Background: an optimization exercise with open tools, aiming at small area. Do not read the settings as production practice.
Function was checked by simulation only, so behaviour that the tests miss may differ from the original.
Power and IR drop assume default switching activity.

==> flow/design.v (excerpt) <==
module    gpsclock(i_clk, i_rst, i_pps, o_pps, o_led,
            o_tracking, o_count, o_step, o_err, o_locked, o_dbg);
Size in the first run: ~2100 cells after synthesis.
==> flow/config.mk <==
export PLATFORM = sky130hd
export DESIGN_NAME = gpsclock
export DESIGN_NICKNAME = gpsclock
export VERILOG_FILES = /design/flow/design.v
export SDC_FILE = /design/flow/constraint.sdc
export NUM_CORES = 4
export LEC_CHECK = 0
export CAP_MARGIN = 20
export CORE_AREA = 2 2 254.255 254.255
export DIE_AREA = 0 0 256.255 256.255
export SLEW_MARGIN = 20
==> flow/constraint.sdc <==
create_clock -name core_clock -period 10.0 [get_ports {i_clk}]
set_input_delay 2.0000 -clock core_clock [delete_from_list [all_inputs] [get_ports {i_clk}]]
set_output_delay 2.0000 -clock core_clock [all_outputs]
set_load 0.01 [all_outputs]
standard.sh (not shown) runs the stock make flow with config.mk's settings and CLKGATE_MAP_FILE= SYNTH_SCRIPT=/design/flow/synth_recipe.tcl, a recipe that flattens the netlist after the stock synthesis.
==> flow/flow/run.sh <==
#!/bin/bash
# Standard layout, except that the port buffers use the smallest buffer
# and clock tree synthesis adds no dummy loads.
export BUFFER_PORTS_ARGS="-buffer_cell sky130_fd_sc_hd__buf_1"
export CTS_ARGS="-sink_clustering_enable -repair_clock_nets -dont_use_dummy_load -sink_clustering_size 15 -sink_clustering_max_diameter 80 -buf_list sky130_fd_sc_hd__clkbuf_8"
bash standard.sh > standard.log 2>&1
The baseline completed with no timing, DRC or antenna violations.
Rerun with:
==> flow/flow/run.sh (replaced) <==
#!/bin/bash
# Standard layout, except that the port buffers use the smallest buffer
# and clock tree synthesis adds no dummy loads.
export BUFFER_PORTS_ARGS="-buffer_cell sky130_fd_sc_hd__buf_1"
export CTS_ARGS="-sink_clustering_enable -repair_clock_nets -dont_use_dummy_load -sink_clustering_size 20 -sink_clustering_max_diameter 100"
bash standard.sh > standard.log 2>&1
- CORE_AREA: 2 2 254.255 254.255 -> 2 2 198.1 198.1
- DIE_AREA: 0 0 256.255 256.255 -> 0 0 200.1 200.1
=> Global-route usage went up by 9.3 points; critical path depth stays the same; maximum frequency went down by 0.38%; cell area went down by 0.60%; cell count went down by 11%; synthesized area is unchanged; combinational power barely changes; core utilization went up by 27 points; clock power went up by 18%; first-iteration DRC count went down by 27%.
Rerun with:
==> flow/run.sh (new file) <==
#!/bin/bash
# synth_recipe.tcl (not shown) runs the flow's synth.tcl, then flattens the netlist and writes it again
# the make line also repeats each setting of config.mk as NAME=value (left out here)
make -C /OpenROAD-flow-scripts/flow DESIGN_CONFIG=/design/flow/config.mk WORK_HOME=/design/flow/orfs CLKGATE_MAP_FILE= SYNTH_SCRIPT=/design/flow/synth_recipe.tcl finish
- CORE_AREA: 2 2 198.1 198.1 -> 2 2 254.255 254.255
- CTS_BUF_LIST: unset -> sky130_fd_sc_hd__clkbuf_8
- CTS_CLUSTER_DIAMETER: unset -> 80
- CTS_CLUSTER_SIZE: unset -> 15
- DIE_AREA: 0 0 200.1 200.1 -> 0 0 256.255 256.255
removed: flow/flow/run.sh
removed: flow/standard.sh
=> Routed wire length goes up by 8.0%; area after synthesis is unchanged; global-route usage decreases by 9.2 points; die area increases by 64%; clock power shrinks by about 10%; sequential power barely changes.
Rerun with:
- CTS_BUF_LIST: sky130_fd_sc_hd__clkbuf_8 -> unset
- CTS_CLUSTER_DIAMETER: 80 -> unset
- CTS_CLUSTER_SIZE: 15 -> unset
Synthesized cell count stays the same.
Final cell count rises by about 1%.
Synthesized area is unchanged.

---

the reference run:
Another version of the RTL of gpsclock (not shown whole).
For scale: ~2100 cells after synthesis, about 200 I/O pins, roughly 23000 um2 of cells after synthesis.
clock: 10.0 ns
lec_check: 0
cap_margin: 20
core_area: 2 2 254.255 254.255
cts_buf_list: sky130_fd_sc_hd__clkbuf_8
cts_cluster_diameter: 80
cts_cluster_size: 15
die_area: 0 0 256.255 256.255
slew_margin: 20
run.sh (not shown) runs the stock make flow with config.mk's settings and CLKGATE_MAP_FILE= SYNTH_SCRIPT=/design/flow/synth_recipe.tcl, a recipe that flattens the netlist after the stock synthesis.
Stock flow here: none of the scripts above is used.
The reference run: PASS, flow complete, no timing, DRC or antenna violations
Modified inputs, the trial run compared to the reference run
Settings: clearing CTS_CLUSTER_SIZE, which used to be 15; clearing CTS_BUF_LIST, which used to be sky130_fd_sc_hd__clkbuf_8; clearing CTS_CLUSTER_DIAMETER, which used to be 80; putting PLACE_DENSITY at 0.4 where nothing was set.
==> flow/flow/run.sh (new file) <==
#!/bin/bash
# The standard layout (standard.sh), except that the port buffers use the
# smallest buffer, and clock tree synthesis adds no dummy loads and builds
# leaf clusters of up to 15 flip-flops driven by clkbuf_8.
export BUFFER_PORTS_ARGS="-buffer_cell sky130_fd_sc_hd__buf_1"
export CTS_ARGS="-sink_clustering_enable -repair_clock_nets -dont_use_dummy_load -sink_clustering_size 15 -sink_clustering_max_diameter 80 -buf_list sky130_fd_sc_hd__clkbuf_8"
bash standard.sh > standard.log 2>&1
==> flow/standard.sh (new file) <==
#!/bin/bash
# synth_recipe.tcl (not shown) runs the flow's synth.tcl, then flattens the netlist and writes it again
# the make line also repeats each setting of config.mk as NAME=value (left out here)
make -C /OpenROAD-flow-scripts/flow DESIGN_CONFIG=/design/flow/config.mk WORK_HOME=/design/flow/orfs CLKGATE_MAP_FILE= SYNTH_SCRIPT=/design/flow/synth_recipe.tcl "${@:-finish}"
removed: flow/run.sh
Final antenna diode count came out exactly the same in the trial run and the reference run. Delta (the trial run minus the reference run): cell area after layout has decreased; internal power of the cells has decreased; via count of the first global-routing pass has decreased; cell area after placement has decreased. Taking the reference run as the reference, in the trial run number of violations reported at the end of detailed-routing iteration 0 went down 39, met2 wirelength from detailed routing went down about 0.8%, total power draw went down 76 uW, layout overhead on the synthesized area went down 5.8 points, clock tree buffer count of the final layout went down 4.2%. Comparing the trial run against the reference run, there is no change at all in total number of sequential cells.

[afterwards: timing with drivers on the ports]
How much do the figures lean on ideal ports? The routed layouts below were timed once more, with nothing changed but the port constraints. Step 1, drivers: a clkbuf_16 drives i_clk and a buf_2 each remaining input, both assumed. Step 2 adds t to the input delays and takes it off the output delays; t is the mean of the earliest and latest rising clock arrival at the registers after step 1. Input paths then give back, and output paths get back, about the clock's delay inside the block. Slacks: ideal / step 1 / step 2; pairs: ideal / step 1.
run	t, ns	setup slack, ns	worst setup path after step 2	latest minus earliest clock arrival (ns)	cell pins on the clock port's net
the first run of note 1	0.657	1.629 / 1.629 / 1.629	register to register	0.117 / 0.118	1
the second run of note 1	0.595	1.597 / 1.597 / 1.597	register to register	0.019 / 0.019	1
the third run of note 1	0.691	1.634 / 1.634 / 1.634	register to register	0.046 / 0.046	1
the fourth run of note 1	0.663	1.613 / 1.613 / 1.613	register to register	0.029 / 0.029	1
the reference run	0.679	1.478 / 1.478 / 1.478	register to register	0.042 / 0.042	1
the trial run	0.681	1.589 / 1.589 / 1.589	register to register	0.058 / 0.057	1
After both steps every run listed still meets setup and hold.
